From an optimization exercise on the open Yosys and OpenROAD flow, aimed at small area, a short achievable clock period and few clock cycles per item; shortcuts taken in it are not production practice.
RTL that was checked went through simulation tests only; none was proved equivalent to the original.

## the baseline
Design CompDiv, start of the top module:
module CompDiv(
	input [31:0] Divisor_input,
	input [31:0] Dividend_input,
	input run,
	input rst,
	input clk,
	output ready,
	output [31:0] Quotient_output,
	output [31:0] Remainder_output
	);
	reg al1, al2, it, done;
	wire idle = ~(al1 | al2 | it | done);
	reg [4:0] cnt;
	reg [31:0] R, Q, D;
	assign ready = done;
	assign Quotient_output = Q;
	assign Remainder_output = R;
	wire [31:0] diff;
	wire ge;
	SubBK sub(.a(R), .b(D), .d(diff), .nb(ge));
	wire [5:0] za, zb;
	Clz32 clza(.x(R), .z(za));
	Clz32 clzb(.x(D), .z(zb));
	wire [4:0] d = zb[4:0] - za[4:0];
	wire b0 = ~|D;
	wire [31:0] s0 = cnt[0] ? {D[30:0], 1'b0} : D;
	wire [31:0] s1 = cnt[1] ? {s0[29:0], 2'b0} : s0;
	wire [31:0] s2 = cnt[2] ? {s1[27:0], 4'b0} : s1;
	wire [31:0] s3 = cnt[3] ? {s2[23:0], 8'b0} : s2;
	wire [31:0] s4 = cnt[4] ? {s3[15:0], 16'b0} : s3;
	always @(posedge clk or posedge rst) begin
		if (rst) begin
			al1 <= 1'b0;
			al2 <= 1'b0;
			it <= 1'b0;
			done <= 1'b0;
		end else begin
			al1 <= idle & run;
			al2 <= al1 & ge & ~b0;
			it <= al2 | (it & (cnt != 5'd0));
			done <= done | (al1 & (~ge | b0)) | (it & (cnt == 5'd0));
		end
	end
	always @(posedge clk) begin
		if (idle) D <= Divisor_input;
		else if (it) D <= {1'b0, D[31:1]};
		else D <= s4;
		if (idle) cnt <= 5'd0;
		else if (al1) cnt <= d;
		else if (it) cnt <= cnt - 5'd1;
		if (idle) R <= Dividend_input;
		else if (it & ge) R <= diff;
		if (al1) Q <= {32{b0}};
		else if (it) Q <= {Q[30:0], ge};
	end
endmodule
For scale: ~960 cells after synthesis, roughly 110 flip-flops, ~130 I/O pins.
==> module CompDiv, before the edit <==
module CompDiv(
	input [31:0] Divisor_input,
	input [31:0] Dividend_input,
	input run,
	input rst,
	input clk,
	output ready,
	output [31:0] Quotient_output,
	output [31:0] Remainder_output
	);
	reg al1, al2, it, done;
	wire idle = ~(al1 | al2 | it | done);
	reg [4:0] cnt;
	reg [31:0] R, Q, D;
	assign ready = done;
	assign Quotient_output = Q;
	assign Remainder_output = R;
	wire [31:0] diff;
	wire ge;
	SubBK sub(.a(R), .b(D), .d(diff), .nb(ge));
	wire [5:0] za, zb;
	Clz32 clza(.x(R), .z(za));
	Clz32 clzb(.x(D), .z(zb));
	wire [4:0] d = zb[4:0] - za[4:0];
	wire b0 = ~|D;
	wire [31:0] s0 = cnt[0] ? {D[30:0], 1'b0} : D;
	wire [31:0] s1 = cnt[1] ? {s0[29:0], 2'b0} : s0;
	wire [31:0] s2 = cnt[2] ? {s1[27:0], 4'b0} : s1;
	wire [31:0] s3 = cnt[3] ? {s2[23:0], 8'b0} : s2;
	wire [31:0] s4 = cnt[4] ? {s3[15:0], 16'b0} : s3;
	always @(posedge clk or posedge rst) begin
		if (rst) begin
			al1 <= 1'b0;
			al2 <= 1'b0;
			it <= 1'b0;
			done <= 1'b0;
		end else begin
			al1 <= idle & run;
			al2 <= al1 & ge & ~b0;
			it <= al2 | (it & (cnt != 5'd0));
			done <= done | (al1 & (~ge | b0)) | (it & (cnt == 5'd0));
		end
	end
	always @(posedge clk) begin
		if (idle) D <= Divisor_input;
		else if (it) D <= {1'b0, D[31:1]};
		else D <= s4;
		if (idle) cnt <= 5'd0;
		else if (al1) cnt <= d;
		else if (it) cnt <= cnt - 5'd1;
		if (idle) R <= Dividend_input;
		else if (it & ge) R <= diff;
		if (al1) Q <= {32{b0}};
		else if (it) Q <= {Q[30:0], ge};
	end
endmodule
clock: 10.0 ns
lec_check: 0
cap_margin: 20
core_margin: 2
core_utilization: 60
slew_margin: 20
standard.sh (not shown) runs the stock make flow with config.mk's settings and CLKGATE_MAP_FILE= SYNTH_SCRIPT=/design/flow/synth_recipe.tcl, a recipe that flattens the netlist after the stock synthesis.
==> flow/flow/run.sh <==
#!/bin/bash
# The standard layout (standard.sh, unchanged synthesis) with these optimisation knobs:
#  - port buffers are buf_1 cells (buffer_ports' own pick is a larger delay cell)
#  - optional: sizing may change a cell's footprint (FOOTPRINT=0)
# standard.sh's output goes to standard.log here; ORFS's own logs stay under orfs/logs.
export SETUP_SLACK_MARGIN=7
export BUFFER_PORTS_ARGS="-buffer_cell sky130_fd_sc_hd__buf_1"
bash standard.sh MATCH_CELL_FOOTPRINT=0 finish > standard.log 2>&1
Testbench counts of the baseline, summed over its fixed seeds: cycles 19,557, items 2,400.
For the candidate, these inputs were changed with respect to the baseline:
-- flow/design.v --
<<< the baseline, line 23
	Clz32 clzb(.x(D), .z(zb));
	wire [4:0] d = zb[4:0] - za[4:0];
	wire b0 = ~|D;
	wire [31:0] s0 = cnt[0] ? {D[30:0], 1'b0} : D;
>>> the candidate, line 23
	Clz32 clzb(.x(D), .z(zb));
	wire [4:0] d = zb[4:0] - za[4:0];
	wire d0 = zb[4:0] == za[4:0];
	wire b0 = ~|D;
	wire [31:0] s0 = cnt[0] ? {D[30:0], 1'b0} : D;
<<< the baseline, line 29
	wire [31:0] s3 = cnt[3] ? {s2[23:0], 8'b0} : s2;
	wire [31:0] s4 = cnt[4] ? {s3[15:0], 16'b0} : s3;
	always @(posedge clk or posedge rst) begin
		if (rst) begin
>>> the candidate, line 30
	wire [31:0] s3 = cnt[3] ? {s2[23:0], 8'b0} : s2;
	wire [31:0] s4 = cnt[4] ? {s3[15:0], 16'b0} : s3;
	wire r_ld = idle;
	wire r_sub = it & ge;
	wire r_keep = ~(r_ld | r_sub);
	wire [31:0] R_next = ({32{r_ld}} & Dividend_input) | ({32{r_sub}} & diff) | ({32{r_keep}} & R);
	wire q_keep = ~(al1 | it);
	wire [31:0] Q_next = ({32{al1 & b0}}) | ({32{it}} & {Q[30:0], ge}) | ({32{q_keep}} & Q);
	always @(posedge clk or posedge rst) begin
		if (rst) begin
<<< the baseline, line 37
		end else begin
			al1 <= idle & run;
			al2 <= al1 & ge & ~b0;
			it <= al2 | (it & (cnt != 5'd0));
			done <= done | (al1 & (~ge | b0)) | (it & (cnt == 5'd0));
		end
>>> the candidate, line 44
		end else begin
			al1 <= idle & run;
			al2 <= al1 & ge & ~b0 & ~d0;
			it <= (al1 & ge & ~b0 & d0) | al2 | (it & (cnt != 5'd0));
			done <= done | (al1 & (~ge | b0)) | (it & (cnt == 5'd0));
		end
<<< the baseline, line 49
		else if (al1) cnt <= d;
		else if (it) cnt <= cnt - 5'd1;
		if (idle) R <= Dividend_input;
		else if (it & ge) R <= diff;
		if (al1) Q <= {32{b0}};
		else if (it) Q <= {Q[30:0], ge};
	end
endmodule
>>> the candidate, line 56
		else if (al1) cnt <= d;
		else if (it) cnt <= cnt - 5'd1;
		R <= R_next;
		Q <= Q_next;
	end
endmodule
## What came out
The candidate reached the end of the flow, and the finished layout is clean on the timing, design-rule and antenna checks.
The candidate reports its global routing's busiest layer as met2 while the baseline reports met1.
Number of placed instances with taps included in the candidate is 70 below the baseline.
Measured against the candidate, the gate count of the mapped netlist of the baseline comes out at 1.06 times the reference value.
Reported for the baseline and the candidate, maximum count of clock buffers along a single path turned out identical to the last digit.
Changes observed in the candidate relative to the baseline: post-synth design cell area lower, cell count lower.
The baseline ended up with edfxtp_1 as its cell with the largest stage delay on the worst path; the candidate ended up with fa_1.
Testbench counts of the candidate, summed over its fixed seeds: cycles 19,444, items 2,400.

---

run K:
The RTL this note starts from:
==> flow/design.v <==
module CompDiv(
	input [31:0] Divisor_input,
	input [31:0] Dividend_input,
	input run,
	input rst,
	input clk,
	output ready,
	output [31:0] Quotient_output,
	output [31:0] Remainder_output
	);
	localparam IDLE = 3'd0, AL1 = 3'd1, AL2 = 3'd2, ITER = 3'd3, DONE = 3'd4;
	reg [2:0] state;
	reg rdy;
	reg [4:0] cnt;
	reg [4:0] sh;
	reg [31:0] R, Q, D;
	assign ready = rdy;
	assign Quotient_output = Q;
	assign Remainder_output = R;
	wire [5:0] za, zb;
	Clz32 clza(.x(R), .z(za));
	Clz32 clzb(.x(D), .z(zb));
	wire [6:0] dd = {1'b0, zb} - {1'b0, za};
	wire dneg = dd[6];
	wire bzero = zb[5];
	wire [31:0] s0 = sh[0] ? {D[30:0], 1'b0} : D;
	wire [31:0] s1 = sh[1] ? {s0[29:0], 2'b0} : s0;
	wire [31:0] s2 = sh[2] ? {s1[27:0], 4'b0} : s1;
	wire [31:0] s3 = sh[3] ? {s2[23:0], 8'b0} : s2;
	wire [31:0] s4 = sh[4] ? {s3[15:0], 16'b0} : s3;
	wire [32:0] diff = {1'b0, R} - {1'b0, D};
	wire ge = ~diff[32];
	always @(posedge clk or posedge rst) begin
		if (rst) begin
			state <= IDLE;
			rdy <= 1'b0;
		end else begin
			case (state)
				IDLE: if (run) state <= AL1;
				AL1: if (bzero | dneg) begin
						state <= DONE;
						rdy <= 1'b1;
					end else state <= AL2;
				AL2: state <= ITER;
				ITER: if (cnt == 5'd0) begin
						state <= DONE;
						rdy <= 1'b1;
					end
				default: ;
			endcase
		end
	end
	always @(posedge clk) begin
		sh <= (state == AL1) ? dd[4:0] : 5'd0;
		if (state == IDLE) D <= Divisor_input;
		else if (state == ITER) D <= {1'b0, D[31:1]};
		else D <= s4;
		case (state)
			IDLE: R <= Dividend_input;
			AL1: begin
				cnt <= dd[4:0];
				Q <= {32{bzero}};
			end
			ITER: begin
				if (ge) R <= diff[31:0];
				Q <= {Q[30:0], ge};
				cnt <= cnt - 5'd1;
			end
			default: ;
		endcase
	end
endmodule
module Clz32(input [31:0] x, output [5:0] z);
	wire [4:0] zh, zl;
	Clz16 h(.x(x[31:16]), .z(zh));
	Clz16 l(.x(x[15:0]), .z(zl));
	assign z = zh[4] ? (zl[4] ? 6'd32 : {2'b01, zl[3:0]}) : {2'b00, zh[3:0]};
endmodule
module Clz16(input [15:0] x, output [4:0] z);
	wire [3:0] zh, zl;
	Clz8 h(.x(x[15:8]), .z(zh));
	Clz8 l(.x(x[7:0]), .z(zl));
	assign z = zh[3] ? (zl[3] ? 5'd16 : {2'b01, zl[2:0]}) : {2'b00, zh[2:0]};
endmodule
module Clz8(input [7:0] x, output [3:0] z);
	wire [2:0] zh, zl;
	Clz4 h(.x(x[7:4]), .z(zh));
	Clz4 l(.x(x[3:0]), .z(zl));
	assign z = zh[2] ? (zl[2] ? 4'd8 : {2'b01, zl[1:0]}) : {2'b00, zh[1:0]};
endmodule
module Clz4(input [3:0] x, output [2:0] z);
	assign z[2] = ~|x;
	assign z[1] = ~|x[3:2] & |x[1:0];
	assign z[0] = (~x[3] & x[2]) | (~x[3] & ~x[2] & ~x[1] & x[0]);
endmodule
make LEC_CHECK=0 CAP_MARGIN=20 CORE_MARGIN=2 CORE_UTILIZATION=40 SLEW_MARGIN=20 finish   # period 10.0 ns
run.sh (not shown) runs the stock make flow with config.mk's settings and CLKGATE_MAP_FILE= SYNTH_SCRIPT=/design/flow/synth_recipe.tcl, a recipe that flattens the netlist after the stock synthesis.
Stock flow here: none of the scripts above is used.
Input changes introduced in run Z (baseline for comparison: run K):
--- a/flow/design.v
+++ b/flow/design.v
@@ -6,25 +6,25 @@
 	input clk,
 	output ready,
 	output [31:0] Quotient_output,
 	output [31:0] Remainder_output
 	);
-	localparam IDLE = 3'd0, AL1 = 3'd1, AL2 = 3'd2, ITER = 3'd3, DONE = 3'd4;
-	reg [2:0] state;
+	localparam IDLE = 2'd0, ALIGN = 2'd1, ITER = 2'd2, DONE = 2'd3;
+	reg [1:0] state;
 	reg rdy;
 	reg [4:0] cnt;
-	reg [4:0] sh;
 	reg [31:0] R, Q, D;
 	assign ready = rdy;
 	assign Quotient_output = Q;
 	assign Remainder_output = R;
 	wire [5:0] za, zb;
 	Clz32 clza(.x(R), .z(za));
 	Clz32 clzb(.x(D), .z(zb));
 	wire [6:0] dd = {1'b0, zb} - {1'b0, za};
 	wire dneg = dd[6];
 	wire bzero = zb[5];
+	wire [4:0] sh = dd[4:0];
 	wire [31:0] s0 = sh[0] ? {D[30:0], 1'b0} : D;
 	wire [31:0] s1 = sh[1] ? {s0[29:0], 2'b0} : s0;
 	wire [31:0] s2 = sh[2] ? {s1[27:0], 4'b0} : s1;
 	wire [31:0] s3 = sh[3] ? {s2[23:0], 8'b0} : s2;
 	wire [31:0] s4 = sh[4] ? {s3[15:0], 16'b0} : s3;
@@ -34,38 +34,38 @@
 		if (rst) begin
 			state <= IDLE;
 			rdy <= 1'b0;
 		end else begin
 			case (state)
-				IDLE: if (run) state <= AL1;
-				AL1: if (bzero | dneg) begin
+				IDLE: if (run) state <= ALIGN;
+				ALIGN: if (bzero | dneg) begin
 						state <= DONE;
 						rdy <= 1'b1;
-					end else state <= AL2;
-				AL2: state <= ITER;
+					end else state <= ITER;
 				ITER: if (cnt == 5'd0) begin
 						state <= DONE;
 						rdy <= 1'b1;
 					end
 				default: ;
 			endcase
 		end
 	end
 	always @(posedge clk) begin
-		sh <= (state == AL1) ? dd[4:0] : 5'd0;
-		if (state == IDLE) D <= Divisor_input;
-		else if (state == ITER) D <= {1'b0, D[31:1]};
-		else D <= s4;
 		case (state)
-			IDLE: R <= Dividend_input;
-			AL1: begin
-				cnt <= dd[4:0];
+			IDLE: begin
+				R <= Dividend_input;
+				D <= Divisor_input;
+			end
+			ALIGN: begin
+				D <= s4;
+				cnt <= sh;
 				Q <= {32{bzero}};
 			end
 			ITER: begin
 				if (ge) R <= diff[31:0];
 				Q <= {Q[30:0], ge};
+				D <= {1'b0, D[31:1]};
 				cnt <= cnt - 5'd1;
 			end
 			default: ;
 		endcase
 	end
Results
Run Z went all the way through the flow, and no timing, DRC or antenna check failed.
Run Z ends up with a fraction of area in registers that is 0.96 points higher than in run K.
Changes observed in run Z relative to run K: via count did not really move; largest fanout of any net on the critical path climbed 6; smallest hold slack up 19 ps; worst setup slack fell 1330 ps.
The critical path depth in cells in run Z sits 2 above the value recorded for run K.
On first-iteration detailed-routing DRC count: run Z sits below run K.
There was hardly any difference in final core utilization between run K and run Z.
Relative to run K, post-synthesis instance area has gone up in run Z.
Wire length of the first global-routing pass of run Z exceeds that of run K by a few percent.
Testbench counts of run Z, summed over its fixed seeds: cycles 18,514, items 2,400.
For run K, only the layout was checked, not whether the RTL still works.

---

Another version of the RTL of CompDiv (not shown whole).
For scale: ~900 cells after synthesis, about 110 flip-flops, about 130 I/O pins, about 0.0075 mm^2 of cells after synthesis.
==> module CompDiv, before the edit <==
module CompDiv(
	input [31:0] Divisor_input,
	input [31:0] Dividend_input,
	input run,
	input rst,
	input clk,
	output ready,
	output [31:0] Quotient_output,
	output [31:0] Remainder_output
	);
	reg al1, al2, it, done;
	wire idle = ~(al1 | al2 | it | done);
	reg [4:0] cnt;
	reg [31:0] R, Q, D;
	assign ready = done;
	assign Quotient_output = Q;
	assign Remainder_output = R;
	wire [31:0] diff;
	wire ge;
	SubSK sub(.a(R), .b(D), .d(diff), .nb(ge));
	wire [5:0] za, zb;
	Clz32 clza(.x(R), .z(za));
	Clz32 clzb(.x(D), .z(zb));
	wire [4:0] d = zb[4:0] - za[4:0];
	wire d0 = zb[4:0] == za[4:0];
	wire b0 = ~|D;
	wire [31:0] s0 = cnt[0] ? {D[30:0], 1'b0} : D;
	wire [31:0] s1 = cnt[1] ? {s0[29:0], 2'b0} : s0;
	wire [31:0] s2 = cnt[2] ? {s1[27:0], 4'b0} : s1;
	wire [31:0] s3 = cnt[3] ? {s2[23:0], 8'b0} : s2;
	wire [31:0] s4 = cnt[4] ? {s3[15:0], 16'b0} : s3;
	wire r_ld = idle;
	wire r_sub = it & ge;
	wire r_keep = ~(r_ld | r_sub);
	wire [31:0] R_next = ({32{r_ld}} & Dividend_input) | ({32{r_sub}} & diff) | ({32{r_keep}} & R);
	wire q_keep = ~(al1 | it);
	wire [31:0] Q_next = ({32{al1 & b0}}) | ({32{it}} & {Q[30:0], ge}) | ({32{q_keep}} & Q);
	always @(posedge clk or posedge rst) begin
		if (rst) begin
			al1 <= 1'b0;
			al2 <= 1'b0;
			it <= 1'b0;
			done <= 1'b0;
		end else begin
			al1 <= idle & run;
			al2 <= al1 & ge & ~b0 & ~d0;
			it <= (al1 & ge & ~b0 & d0) | al2 | (it & (cnt != 5'd0));
			done <= done | (al1 & (~ge | b0)) | (it & (cnt == 5'd0));
		end
	end
	always @(posedge clk) begin
		if (idle) D <= Divisor_input;
		else if (it) D <= {1'b0, D[31:1]};
		else D <= s4;
		if (idle) cnt <= 5'd0;
		else if (al1) cnt <= d;
		else if (it) cnt <= cnt - 5'd1;
		R <= R_next;
		Q <= Q_next;
	end
endmodule
==> module SubSK, before the edit <==
module SubSK(input [31:0] a, input [31:0] b, output [31:0] d, output nb);
	wire [31:0] p = ~(a ^ b);
	wire [31:0] g0 = a & ~b;
	wire [31:0] gi = {g0[31:1], g0[0] | p[0]};
	wire [31:0] g [0:5];
	wire [31:0] q [0:5];
	assign g[0] = gi;
	assign q[0] = p;
	genvar l, i;
	generate
		for (l = 0; l < 5; l = l + 1) begin : lv
			for (i = 0; i < 32; i = i + 1) begin : b
				if ((i >> l) & 1) begin : n
					assign g[l+1][i] = g[l][i] | (q[l][i] & g[l][((i >> l) << l) - 1]);
					assign q[l+1][i] = q[l][i] & q[l][((i >> l) << l) - 1];
				end else begin : t
					assign g[l+1][i] = g[l][i];
					assign q[l+1][i] = q[l][i];
				end
			end
		end
	endgenerate
	wire [31:0] c = {g[5][30:0], 1'b1};
	assign d = p ^ c;
	assign nb = g[5][31];
endmodule
==> flow/config.mk <==
export PLATFORM = sky130hd
export DESIGN_NAME = CompDiv
export DESIGN_NICKNAME = CompDiv
export VERILOG_FILES = /design/flow/design.v
export SDC_FILE = /design/flow/constraint.sdc
export NUM_CORES = 4
export LEC_CHECK = 0
export CAP_MARGIN = 20
export CORE_MARGIN = 2
export CORE_UTILIZATION = 60
export SLEW_MARGIN = 20
==> flow/constraint.sdc <==
create_clock -name core_clock -period 10.0 [get_ports {clk}]
set_input_delay 2.0000 -clock core_clock [delete_from_list [all_inputs] [get_ports {clk}]]
set_output_delay 2.0000 -clock core_clock [all_outputs]
set_load 0.01 [all_outputs]
standard.sh (not shown) runs the stock make flow with config.mk's settings and CLKGATE_MAP_FILE= SYNTH_SCRIPT=/design/flow/synth_recipe.tcl, a recipe that flattens the netlist after the stock synthesis.
Scripts as last shown in full above: flow/flow/run.sh
The first run passed the timing, design-rule and antenna checks.
Testbench counts at the start, summed over its fixed seeds: cycles 19,444, items 2,400.
Then changed:
--- a/flow/design.v
+++ b/flow/design.v
@@ -17,24 +17,19 @@
 	assign Remainder_output = R;
 	wire [31:0] diff;
 	wire ge;
-	SubSK sub(.a(R), .b(D), .d(diff), .nb(ge));
+	SubBK sub(.a(R), .b(D), .d(diff), .nb(ge));
 	wire [5:0] za, zb;
 	Clz32 clza(.x(R), .z(za));
 	Clz32 clzb(.x(D), .z(zb));
 	wire [4:0] d = zb[4:0] - za[4:0];
 	wire d0 = zb[4:0] == za[4:0];
 	wire b0 = ~|D;
-	wire [31:0] s0 = cnt[0] ? {D[30:0], 1'b0} : D;
-	wire [31:0] s1 = cnt[1] ? {s0[29:0], 2'b0} : s0;
-	wire [31:0] s2 = cnt[2] ? {s1[27:0], 4'b0} : s1;
-	wire [31:0] s3 = cnt[3] ? {s2[23:0], 8'b0} : s2;
-	wire [31:0] s4 = cnt[4] ? {s3[15:0], 16'b0} : s3;
-	wire r_ld = idle;
-	wire r_sub = it & ge;
-	wire r_keep = ~(r_ld | r_sub);
-	wire [31:0] R_next = ({32{r_ld}} & Dividend_input) | ({32{r_sub}} & diff) | ({32{r_keep}} & R);
-	wire q_keep = ~(al1 | it);
-	wire [31:0] Q_next = ({32{al1 & b0}}) | ({32{it}} & {Q[30:0], ge}) | ({32{q_keep}} & Q);
+	wire [4:0] amt = it ? 5'd31 : cnt;
+	wire [31:0] s0 = amt[0] ? {D[30:0], D[31]} : D;
+	wire [31:0] s1 = amt[1] ? {s0[29:0], s0[31:30]} : s0;
+	wire [31:0] s2 = amt[2] ? {s1[27:0], s1[31:28]} : s1;
+	wire [31:0] s3 = amt[3] ? {s2[23:0], s2[31:24]} : s2;
+	wire [31:0] s4 = amt[4] ? {s3[15:0], s3[31:16]} : s3;
 	always @(posedge clk or posedge rst) begin
 		if (rst) begin
 			al1 <= 1'b0;
@@ -50,13 +45,14 @@
 	end
 	always @(posedge clk) begin
 		if (idle) D <= Divisor_input;
-		else if (it) D <= {1'b0, D[31:1]};
 		else D <= s4;
 		if (idle) cnt <= 5'd0;
 		else if (al1) cnt <= d;
 		else if (it) cnt <= cnt - 5'd1;
-		R <= R_next;
-		Q <= Q_next;
+		if (idle) R <= Dividend_input;
+		else if (it & ge) R <= diff;
+		if (al1) Q <= {32{b0}};
+		else if (it) Q <= {Q[30:0], ge};
 	end
 endmodule
 module Clz32(input [31:0] x, output [5:0] z);
@@ -82,29 +78,40 @@
 	assign z[1] = ~|x[3:2] & |x[1:0];
 	assign z[0] = (~x[3] & x[2]) | (~x[3] & ~x[2] & ~x[1] & x[0]);
 endmodule
-module SubSK(input [31:0] a, input [31:0] b, output [31:0] d, output nb);
+module SubBK(input [31:0] a, input [31:0] b, output [31:0] d, output nb);
 	wire [31:0] p = ~(a ^ b);
 	wire [31:0] g0 = a & ~b;
 	wire [31:0] gi = {g0[31:1], g0[0] | p[0]};
-	wire [31:0] g [0:5];
-	wire [31:0] q [0:5];
+	wire [31:0] g [0:9];
+	wire [31:0] q [0:9];
 	assign g[0] = gi;
 	assign q[0] = p;
 	genvar l, i;
 	generate
-		for (l = 0; l < 5; l = l + 1) begin : lv
+		for (l = 0; l < 5; l = l + 1) begin : up
 			for (i = 0; i < 32; i = i + 1) begin : b
-				if ((i >> l) & 1) begin : n
-					assign g[l+1][i] = g[l][i] | (q[l][i] & g[l][((i >> l) << l) - 1]);
-					assign q[l+1][i] = q[l][i] & q[l][((i >> l) << l) - 1];
+				if ((i + 1) % (2 << l) == 0) begin : n
+					assign g[l+1][i] = g[l][i] | (q[l][i] & g[l][i - (1 << l)]);
+					assign q[l+1][i] = q[l][i] & q[l][i - (1 << l)];
 				end else begin : t
 					assign g[l+1][i] = g[l][i];
 					assign q[l+1][i] = q[l][i];
 				end
 			end
 		end
+		for (l = 3; l >= 0; l = l - 1) begin : dn
+			for (i = 0; i < 32; i = i + 1) begin : b
+				if ((i + 1) % (2 << l) == (1 << l) && i >= (2 << l)) begin : n
+					assign g[9-l][i] = g[8-l][i] | (q[8-l][i] & g[8-l][i - (1 << l)]);
+					assign q[9-l][i] = q[8-l][i] & q[8-l][i - (1 << l)];
+				end else begin : t
+					assign g[9-l][i] = g[8-l][i];
+					assign q[9-l][i] = q[8-l][i];
+				end
+			end
+		end
 	endgenerate
-	wire [31:0] c = {g[5][30:0], 1'b1};
+	wire [31:0] c = {g[9][30:0], 1'b1};
 	assign d = p ^ c;
-	assign nb = g[5][31];
+	assign nb = g[9][31];
 endmodule
Effect: The changed run ran to the end with no violations. Sequential share of layout area goes up by 2.0 points. Utilization rises by 2.8 points. Non-clock buffer count increases by 55. Critical path depth does not change. Global-route usage is lower by 2.5 points. Area after synthesis is higher by 14%. Cell count went up by 15%. Cell area came out higher by 19%. Via count went up by 7.9%. Die area came out higher by 14%. Count of clock-buffer cells in the layout drops by 1. Register-to-register slack loses 30 ps.
The RTL of the second run of this note was laid out without a check of its function.

static timing again, ports no longer ideal:
How much do the figures lean on ideal ports? The routed layouts below were timed once more, with nothing changed but the port constraints.
Step 1 (the two cells are an assumption about what drives the block):
set clk [get_ports {clk}]
set_driving_cell -lib_cell sky130_fd_sc_hd__clkbuf_16 $clk
set_driving_cell -lib_cell sky130_fd_sc_hd__buf_2 [delete_from_list [all_inputs] $clk]
Step 2 times the ports against the registers' clock, not the clock port: input delays grow and output delays shrink by t, the midpoint of the rising clock arrivals with the driver on.
Slacks: ideal ports / drivers / drivers and shift; pairs: ideal ports / drivers.
| run | t (ns) | setup WS [ns] | worst setup path at the end | slew at the worst register clock pin (ns) | worst data-port slew with drivers (ns) |
|---|---|---|---|---|---|
| the baseline | 0.407 | 6.868 / 6.824 / 6.958 | register to register | 0.08 / 0.08 | 0.04 |
| the candidate | 0.408 | 6.873 / 6.873 / 6.873 | register to register | 0.09 / 0.09 | 0.05 |
| run K | 0.409 | 6.227 / 6.227 / 6.227 | register to register | 0.09 / 0.09 | 0.04 |
| run Z | 0.402 | 4.897 / 4.897 / 4.897 | register to register | 0.08 / 0.08 | 0.05 |
| the first run of note 3 | 0.409 | 7.020 / 6.979 / 7.068 | register to register | 0.08 / 0.08 | 0.05 |
| the second run of note 3 | 0.400 | 6.979 / 6.937 / 7.044 | register to register | 0.08 / 0.08 | 0.04 |
After both steps every run listed still meets setup and hold.
